This design comes from an exercise in tuning for small area, a short achievable clock period and few clock cycles on the open sky130 flow, not from production work.
The RTL was checked by simulation tests, not by an equivalence proof against the original design.
Power figures rest on the tool's default switching activity, not on a simulated workload.

==> flow/design.v (excerpt) <==
module axi4_mgr # (
  parameter unsigned AXI4_ADDR_WIDTH    = 32,
  parameter unsigned AXI4_DATA_WIDTH    = 64,
  parameter unsigned AXI_XSIZE         = (AXI4_DATA_WIDTH / 8),
  parameter unsigned DATA_COUNT_WIDTH  =  8
) (
  input  logic                         clk_i,
  input  logic                         rstn_i,
  input  logic [                2-1:0] req_i,
  input  logic [  AXI4_ADDR_WIDTH-1:0] axi_wr_addr_i,
  input  logic [  AXI4_ADDR_WIDTH-1:0] axi_rd_addr_i,
  input  logic                         wr_fifo_gnt_i,
  input  logic                         rd_fifo_req_i,
  input  logic [  AXI4_DATA_WIDTH-1:0] wr_fifo_data_i,
  input  logic [ DATA_COUNT_WIDTH-1:0] wr_data_count_i,
  input  logic [ DATA_COUNT_WIDTH-1:0] rd_data_count_i,
  output logic [                2-1:0] busy_o,    
  output logic [                2-1:0] wr_err_o,  
  output logic [                2-1:0] rd_err_o,  
  output logic                         wr_fifo_req_o,
  output logic                         rd_fifo_gnt_o,
  output logic [  AXI4_DATA_WIDTH-1:0] rd_fifo_data_o,
  output logic [  AXI4_ADDR_WIDTH-1:0] m_axi_aw_addr,
  output logic [                8-1:0] m_axi_aw_len,
  output logic [                3-1:0] m_axi_aw_size,
  output logic [                2-1:0] m_axi_aw_burst,
  output logic                         m_axi_aw_valid,
  input  logic                         m_axi_aw_ready,
  output logic [  AXI4_DATA_WIDTH-1:0] m_axi_w_data,
  output logic [AXI4_DATA_WIDTH/8-1:0] m_axi_w_strb,
  output logic                         m_axi_w_last,
  output logic                         m_axi_w_valid,
  input  logic                         m_axi_w_ready,
  input  logic [                2-1:0] m_axi_b_resp,
  input  logic                         m_axi_b_valid,
  output logic                         m_axi_b_ready,
  output logic [  AXI4_ADDR_WIDTH-1:0] m_axi_ar_addr,
  output logic [                8-1:0] m_axi_ar_len,
  output logic [                3-1:0] m_axi_ar_size,
  output logic [                2-1:0] m_axi_ar_burst,
  output logic                         m_axi_ar_valid,
  input  logic                         m_axi_ar_ready,
  input  logic [  AXI4_DATA_WIDTH-1:0] m_axi_r_data,
  input  logic [                2-1:0] m_axi_r_resp,
  input  logic                         m_axi_r_last,
  input  logic                         m_axi_r_valid,
  output logic                         m_axi_r_ready
);
Size: about 340 cells after synthesis, ~84 flip-flops, about 4200 sq um of cells after synthesis.
==> flow/config.mk <==
export PLATFORM = sky130hd
export DESIGN_NAME = axi4_mgr
export DESIGN_NICKNAME = axi4_mgr
export VERILOG_FILES = /design/flow/design.v
export SDC_FILE = /design/flow/constraint.sdc
export NUM_CORES = 4
export LEC_CHECK = 0
export CAP_MARGIN = 20
export CORE_AREA = 5 5 115 115
export CTS_BUF_LIST = sky130_fd_sc_hd__clkbuf_8
export DIE_AREA = 0 0 120 120
export SLEW_MARGIN = 20
==> flow/constraint.sdc <==
create_clock -name core_clock -period 4.5 [get_ports {clk_i}]
set_input_delay 0.9000 -clock core_clock [delete_from_list [all_inputs] [get_ports {clk_i}]]
set_output_delay 0.9000 -clock core_clock [all_outputs]
set_load 0.01 [all_outputs]
standard.sh (not shown) runs the stock make flow with config.mk's settings and CLKGATE_MAP_FILE= SYNTH_SCRIPT=/design/flow/synth_recipe.tcl, a recipe that flattens the netlist after the stock synthesis.
==> flow/flow/run.sh <==
#!/bin/bash
# Standard ORFS layout, with the port buffers made from the small buf_1 cell
# instead of the delay buffer buffer_ports picks by default.
set -euo pipefail
export BUFFER_PORTS_ARGS="-buffer_cell sky130_fd_sc_hd__buf_1"
bash standard.sh finish > orfs_make.log 2>&1
The baseline ended with an error in I/O pin placement (3_2_place_iop) (PPL-0024).
Testbench counts at the start, summed over its fixed seeds: cycles 38,180.
Edit:
CORE_AREA = 10 10 190 190   (was 5 5 115 115)
DIE_AREA = 0 0 200 200   (was 0 0 120 120)
SETUP_SLACK_MARGIN = 2.3   (was unset)
Outcome: This time the run produced a clean layout; synthesized cell count stays the same; area after synthesis stays the same.


The RTL this note starts from:
==> flow/design.v <==
module axi4_mgr # (
  parameter unsigned AXI4_ADDR_WIDTH    = 32,
  parameter unsigned AXI4_DATA_WIDTH    = 64,
  parameter unsigned AXI_XSIZE         = (AXI4_DATA_WIDTH / 8),
  parameter unsigned DATA_COUNT_WIDTH  =  8
) (
  input  logic                         clk_i,
  input  logic                         rstn_i,
  input  logic [                2-1:0] req_i,
  input  logic [  AXI4_ADDR_WIDTH-1:0] axi_wr_addr_i,
  input  logic [  AXI4_ADDR_WIDTH-1:0] axi_rd_addr_i,
  input  logic                         wr_fifo_gnt_i,
  input  logic                         rd_fifo_req_i,
  input  logic [  AXI4_DATA_WIDTH-1:0] wr_fifo_data_i,
  input  logic [ DATA_COUNT_WIDTH-1:0] wr_data_count_i,
  input  logic [ DATA_COUNT_WIDTH-1:0] rd_data_count_i,
  output logic [                2-1:0] busy_o,    
  output logic [                2-1:0] wr_err_o,  
  output logic [                2-1:0] rd_err_o,  
  output logic                         wr_fifo_req_o,
  output logic                         rd_fifo_gnt_o,
  output logic [  AXI4_DATA_WIDTH-1:0] rd_fifo_data_o,
  output logic [  AXI4_ADDR_WIDTH-1:0] m_axi_aw_addr,
  output logic [                8-1:0] m_axi_aw_len,
  output logic [                3-1:0] m_axi_aw_size,
  output logic [                2-1:0] m_axi_aw_burst,
  output logic                         m_axi_aw_valid,
  input  logic                         m_axi_aw_ready,
  output logic [  AXI4_DATA_WIDTH-1:0] m_axi_w_data,
  output logic [AXI4_DATA_WIDTH/8-1:0] m_axi_w_strb,
  output logic                         m_axi_w_last,
  output logic                         m_axi_w_valid,
  input  logic                         m_axi_w_ready,
  input  logic [                2-1:0] m_axi_b_resp,
  input  logic                         m_axi_b_valid,
  output logic                         m_axi_b_ready,
  output logic [  AXI4_ADDR_WIDTH-1:0] m_axi_ar_addr,
  output logic [                8-1:0] m_axi_ar_len,
  output logic [                3-1:0] m_axi_ar_size,
  output logic [                2-1:0] m_axi_ar_burst,
  output logic                         m_axi_ar_valid,
  input  logic                         m_axi_ar_ready,
  input  logic [  AXI4_DATA_WIDTH-1:0] m_axi_r_data,
  input  logic [                2-1:0] m_axi_r_resp,
  input  logic                         m_axi_r_last,
  input  logic                         m_axi_r_valid,
  output logic                         m_axi_r_ready
);
  localparam int AW = AXI4_ADDR_WIDTH;
  logic          busy_wr_r, aw_valid_r, w_valid_r;
  logic [AW-1:3] aw_addr_r;
  logic [   7:0] aw_len_r;      
  logic [   1:0] wr_err_r;
  logic          w_last_r;      
  logic          busy_rd_r, ar_valid_r;
  logic [AW-1:3] ar_addr_r;
  logic [   7:0] ar_len_r;
  logic [   1:0] rd_err_r;
  logic wr_start, rd_start, w_hs, r_hs;
  assign wr_start = req_i[0] & ~busy_wr_r & (wr_data_count_i != '0);
  assign rd_start = req_i[1] & ~busy_rd_r & (rd_data_count_i != '0);
  assign w_hs     = w_valid_r & m_axi_w_ready;
  assign r_hs     = m_axi_r_valid & rd_fifo_req_i;
  assign busy_o         = {busy_rd_r, busy_wr_r};
  assign wr_err_o       = wr_err_r;
  assign rd_err_o       = rd_err_r;
  assign m_axi_aw_addr  = {aw_addr_r, 3'b000};
  assign m_axi_aw_len   = aw_len_r;
  assign m_axi_aw_size  = $clog2(AXI_XSIZE);
  assign m_axi_aw_burst = 2'b01;
  assign m_axi_aw_valid = aw_valid_r;
  assign m_axi_w_data   = wr_fifo_data_i;
  assign m_axi_w_strb   = '1;
  assign m_axi_w_last   = w_last_r;
  assign m_axi_w_valid  = w_valid_r;
  assign wr_fifo_req_o  = w_hs;
  assign m_axi_b_ready  = 1'b1;
  assign m_axi_ar_addr  = {ar_addr_r, 3'b000};
  assign m_axi_ar_len   = ar_len_r;
  assign m_axi_ar_size  = $clog2(AXI_XSIZE);
  assign m_axi_ar_burst = 2'b01;
  assign m_axi_ar_valid = ar_valid_r;
  assign m_axi_r_ready  = rd_fifo_req_i;
  assign rd_fifo_gnt_o  = r_hs;
  assign rd_fifo_data_o = m_axi_r_data;
  always_ff @(posedge clk_i or negedge rstn_i) begin
    if (~rstn_i) begin
      busy_wr_r  <= 1'b0;
      aw_valid_r <= 1'b0;
      w_valid_r  <= 1'b0;
    end else begin
      if (wr_start) begin
        busy_wr_r  <= 1'b1;
        aw_valid_r <= 1'b1;
      end else if (aw_valid_r) begin
        if (m_axi_aw_ready) begin
          aw_valid_r <= 1'b0;
          w_valid_r  <= 1'b1;
        end
      end else if (w_valid_r) begin
        if (m_axi_w_ready && aw_len_r == '0) w_valid_r <= 1'b0;
      end else if (m_axi_b_valid) begin
        busy_wr_r <= 1'b0;
      end
    end
  end
  logic [7:0] wcnt_m, wcnt_n;
  logic       wcnt_d;
  assign wcnt_m = busy_wr_r ? aw_len_r : wr_data_count_i;
  assign wcnt_d = ~busy_wr_r | w_hs;
  assign wcnt_n = wcnt_m - {7'd0, wcnt_d};
  always_ff @(posedge clk_i) begin
    if (~busy_wr_r) aw_addr_r <= axi_wr_addr_i[AW-1:3];
    aw_len_r <= wcnt_n;
    if (wcnt_d) w_last_r <= (wcnt_m == 8'd1);
  end
  always_ff @(posedge clk_i or negedge rstn_i) begin
    if (~rstn_i) begin
      busy_rd_r  <= 1'b0;
      ar_valid_r <= 1'b0;
    end else begin
      if (rd_start) begin
        busy_rd_r  <= 1'b1;
        ar_valid_r <= 1'b1;
      end else if (ar_valid_r) begin
        if (m_axi_ar_ready) ar_valid_r <= 1'b0;
      end else if (r_hs && m_axi_r_last) begin
        busy_rd_r <= 1'b0;
      end
    end
  end
  always_ff @(posedge clk_i) begin
    if (~busy_rd_r) begin
      ar_addr_r <= axi_rd_addr_i[AW-1:3];
      ar_len_r  <= rd_data_count_i - 8'd1;
    end
  end
  always_ff @(posedge clk_i or negedge rstn_i) begin
    if (~rstn_i) begin
      wr_err_r <= '0;
      rd_err_r <= '0;
    end else begin
      if (~busy_wr_r & req_i[0])   wr_err_r <= '0;
      else if (m_axi_b_resp != '0) wr_err_r <= m_axi_b_resp;
      if (~busy_rd_r & req_i[1])   rd_err_r <= '0;
      else if (m_axi_r_resp != '0) rd_err_r <= m_axi_r_resp;
    end
  end
endmodule
export LEC_CHECK = 0
export CAP_MARGIN = 20
export CORE_AREA = 10 10 190 190
export CTS_BUF_LIST = sky130_fd_sc_hd__clkbuf_8
export DIE_AREA = 0 0 200 200
export SETUP_SLACK_MARGIN = 2.3
export SLEW_MARGIN = 20
create_clock -name core_clock -period 4.5 [get_ports {clk_i}]
==> flow/flow/run.sh <==
#!/bin/bash
set -euo pipefail
export BUFFER_PORTS_ARGS="-buffer_cell sky130_fd_sc_hd__buf_1"
export CTS_ARGS="-sink_clustering_enable -repair_clock_nets -buf_list sky130_fd_sc_hd__clkbuf_8 -dont_use_dummy_load"
bash standard.sh finish > orfs_make.log 2>&1
The starting point finished clean.
Testbench counts at the start, summed over its fixed seeds: cycles 38,180.
Edit:
==> flow/flow/run.sh (replaced) <==
#!/bin/bash
# Standard ORFS layout, with the port buffers made from the small buf_1 cell
# instead of the delay buffer buffer_ports picks by default.
set -euo pipefail
export BUFFER_PORTS_ARGS="-buffer_cell sky130_fd_sc_hd__buf_1"
bash standard.sh finish > orfs_make.log 2>&1
Settings changed: SETUP_SLACK_MARGIN 2.3 to 2.6.
The changed run passed the timing, DRC and antenna checks.
Synthesized cell count does not change.
Final area goes up by 4.8%.
Sequential power is about the same.


== run 1 ==
RTL: the design.v shown in full above, as it stands there.
clock: 4.5 ns
lec_check: 0
cap_margin: 20
core_area: 10 10 190 190
cts_buf_list: sky130_fd_sc_hd__clkbuf_16
cts_cluster_diameter: 200
cts_cluster_size: 45
die_area: 0 0 200 200
setup_slack_margin: 2.3
slew_margin: 20
==> flow/flow/run.sh <==
#!/bin/bash
# Standard ORFS layout, with the port buffers made from the small buf_1 cell
# instead of the delay buffer buffer_ports picks by default.
set -euo pipefail
export BUFFER_PORTS_ARGS="-buffer_cell sky130_fd_sc_hd__buf_1"
bash standard.sh finish > orfs_make.log 2>&1
Run 1 | status: complete | timing, DRC, antenna: pass
Testbench counts of run 1, summed over its fixed seeds: cycles 38,180.
Here is what was changed in the inputs of run 2 compared with run 1.
==> flow/flow/run.sh <==
#!/bin/bash
set -euo pipefail
export BUFFER_PORTS_ARGS="-buffer_cell sky130_fd_sc_hd__buf_1"
export SKIP_REPAIR_TIE_FANOUT=1
export CTS_ARGS="-sink_clustering_enable -repair_clock_nets -dont_use_dummy_load -buf_list sky130_fd_sc_hd__clkbuf_8"
bash standard.sh finish > orfs_make.log 2>&1
==> flow/config.mk <==
export PLATFORM = sky130hd
export DESIGN_NAME = axi4_mgr
export DESIGN_NICKNAME = axi4_mgr
export VERILOG_FILES = /design/flow/design.v
export SDC_FILE = /design/flow/constraint.sdc
export NUM_CORES = 4
export LEC_CHECK = 0
export CAP_MARGIN = 20
export CORE_AREA = 10 10 190 190
export CTS_BUF_LIST = sky130_fd_sc_hd__clkbuf_8
export DIE_AREA = 0 0 200 200
export SETUP_SLACK_MARGIN = 2.35
export SLEW_MARGIN = 20
NOTE: transition time of the tightest slew-check pin in run 2 falls short of that of run 1
Net switching power of the design, run 1 and run 2: higher on run 1
Wire length per cell after detailed routing in run 2 vs run 1: down 0.18 um
Inputs modified between run 2 and run 3:
==> flow/flow/run.sh <==
#!/bin/bash
# Standard ORFS layout, with the port buffers made from the small buf_1 cell
# instead of the delay buffer buffer_ports picks by default.
set -euo pipefail
export BUFFER_PORTS_ARGS="-buffer_cell sky130_fd_sc_hd__buf_1"
bash standard.sh finish > orfs_make.log 2>&1
==> flow/config.mk <==
export PLATFORM = sky130hd
export DESIGN_NAME = axi4_mgr
export DESIGN_NICKNAME = axi4_mgr
export VERILOG_FILES = /design/flow/design.v
export SDC_FILE = /design/flow/constraint.sdc
export NUM_CORES = 4
export LEC_CHECK = 0
export CAP_MARGIN = 20
export CORE_AREA = 5 5 155 155
export CTS_BUF_LIST = sky130_fd_sc_hd__clkbuf_8
export DIE_AREA = 0 0 160 160
export SLEW_MARGIN = 20
[summary]
- The placed instance count reported for run 3 is smaller than that of run 2 by about 17%.
- Run 3: largest fanout of any net on the critical path 16 above run 2
- Run 3 vs run 2 on sequential share of layout area: run 3 is the higher one.
- The die area reported for run 3 is smaller than that of run 2 by about 36%.
- Sort run 3 and run 2 by ratio of total power to cell area desc -> top: run 3
- Run 3 against run 2: final-stage net count rose 22, worst voltage drop across the vdd grid fell 0.0000016 V, clock distribution area overhead in the final layout rose 1.4 points, via count rose 41, sequential cell area about even.
- Run 3: transition time of the tightest slew-check pin higher than run 2


## onyx
Starts from the design.v that is shown in full above.
clock: 4.5 ns
lec_check: 0
cap_margin: 20
core_area: 10 10 190 190
cts_buf_list: sky130_fd_sc_hd__clkbuf_8
die_area: 0 0 200 200
setup_slack_margin: 2.4
slew_margin: 20
==> flow/flow/run.sh <==
#!/bin/bash
set -euo pipefail
export BUFFER_PORTS_ARGS="-buffer_cell sky130_fd_sc_hd__buf_1"
export SKIP_REPAIR_TIE_FANOUT=1
export CTS_ARGS="-sink_clustering_enable -repair_clock_nets -dont_use_dummy_load -buf_list sky130_fd_sc_hd__clkbuf_8"
bash standard.sh finish > orfs_make.log 2>&1
onyx closes out successfully: all stages finished, all timing, DRC and antenna checks passed.
Testbench counts of onyx, summed over its fixed seeds: cycles 38,180.
## Diff of input files: garnet against onyx
Settings: SETUP_SLACK_MARGIN changed from 2.4 to 2.3.
==> flow/flow/run.sh <==
#!/bin/bash
set -euo pipefail
export BUFFER_PORTS_ARGS="-buffer_cell sky130_fd_sc_hd__buf_1"
export CTS_ARGS="-sink_clustering_enable -repair_clock_nets -buf_list sky130_fd_sc_hd__clkbuf_8 -dont_use_dummy_load -sink_clustering_size 30 -sink_clustering_max_diameter 150"
bash standard.sh finish > orfs_make.log 2>&1
--- outcome ---
- | standard cell area after detailed placement | garnet vs onyx | 2.0% higher |
- onyx has lower multi-input gate share of total cell area than garnet.
- In garnet, the detail-routed net length per standard cell came out 2.2% above the value in onyx.
- garnet ran to completion and came out clean on the timing, DRC and antenna checks.
- [compare] base=onyx new=garnet: area enclosed by the die boundary essentially unchanged; sequential fraction of total cell area went down by 0.44 points; power density of the placed cells went down; time the final worst path needs with I/O delays and setup moved up.
- onyx consumes more power than garnet.
> inputs changed (garnet -> fjord)
Settings: SETUP_SLACK_MARGIN: 2.3 -> unset.
==> flow/flow/run.sh <==
#!/bin/bash
# Standard ORFS layout, with the port buffers made from the small buf_1 cell
# instead of the delay buffer buffer_ports picks by default.
set -euo pipefail
export BUFFER_PORTS_ARGS="-buffer_cell sky130_fd_sc_hd__buf_1"
bash standard.sh finish > orfs_make.log 2>&1
==> comparison <==
- Every stage of the flow completed for fjord, and the final layout passed the timing, DRC and antenna checks.
- Summary of fjord over garnet: worst relative slew slack now smaller; clock network power share rose 3.5 points.
- The slowest cell on the critical path comes out sky130_fd_sc_hd__and2_4 in one run and sky130_fd_sc_hd__dfrtp_1 in the other, namely in garnet and fjord respectively.
- Routed wire length delta (fjord -> garnet): insignificant

static timing again, ports no longer ideal:
The results above use ideal ports. As a check the final layouts listed here were re-extracted and re-timed, cells and wires unchanged.
Step 1: set_driving_cell puts a clkbuf_16 on clk_i and a buf_2 on each other input, an assumption about the parent block.
Step 2, shift: input delay + t, output delay - t, t = (earliest + latest rising clock arrival at the registers) / 2. This alone moves slack from input paths to output paths.
Slacks: no drivers / after step 1 / after step 2; pairs: no drivers / after step 1.
run | shift t [ns] | slack for setup (ns) | worst setup path after step 2
the second run of note 1 | 0.388 | 2.335 / 2.285 / 2.186 | input to register
the first run of note 2 | 0.376 | 2.335 / 2.285 / 2.183 | input to register
the second run of note 2 | 0.381 | 2.343 / 2.308 / 2.240 | input to register
run 1 | 0.372 | 2.335 / 2.285 / 2.183 | input to register
run 2 | 0.383 | 2.344 / 2.309 / 2.180 | input to register
run 3 | 0.371 | 2.190 / 2.158 / 2.127 | input to register
onyx | 0.385 | 2.345 / 2.310 / 2.181 | input to register
garnet | 0.376 | 2.335 / 2.285 / 2.183 | input to register
fjord | 0.388 | 2.181 / 2.141 / 2.110 | input to register
After both steps every run listed still meets setup and hold.
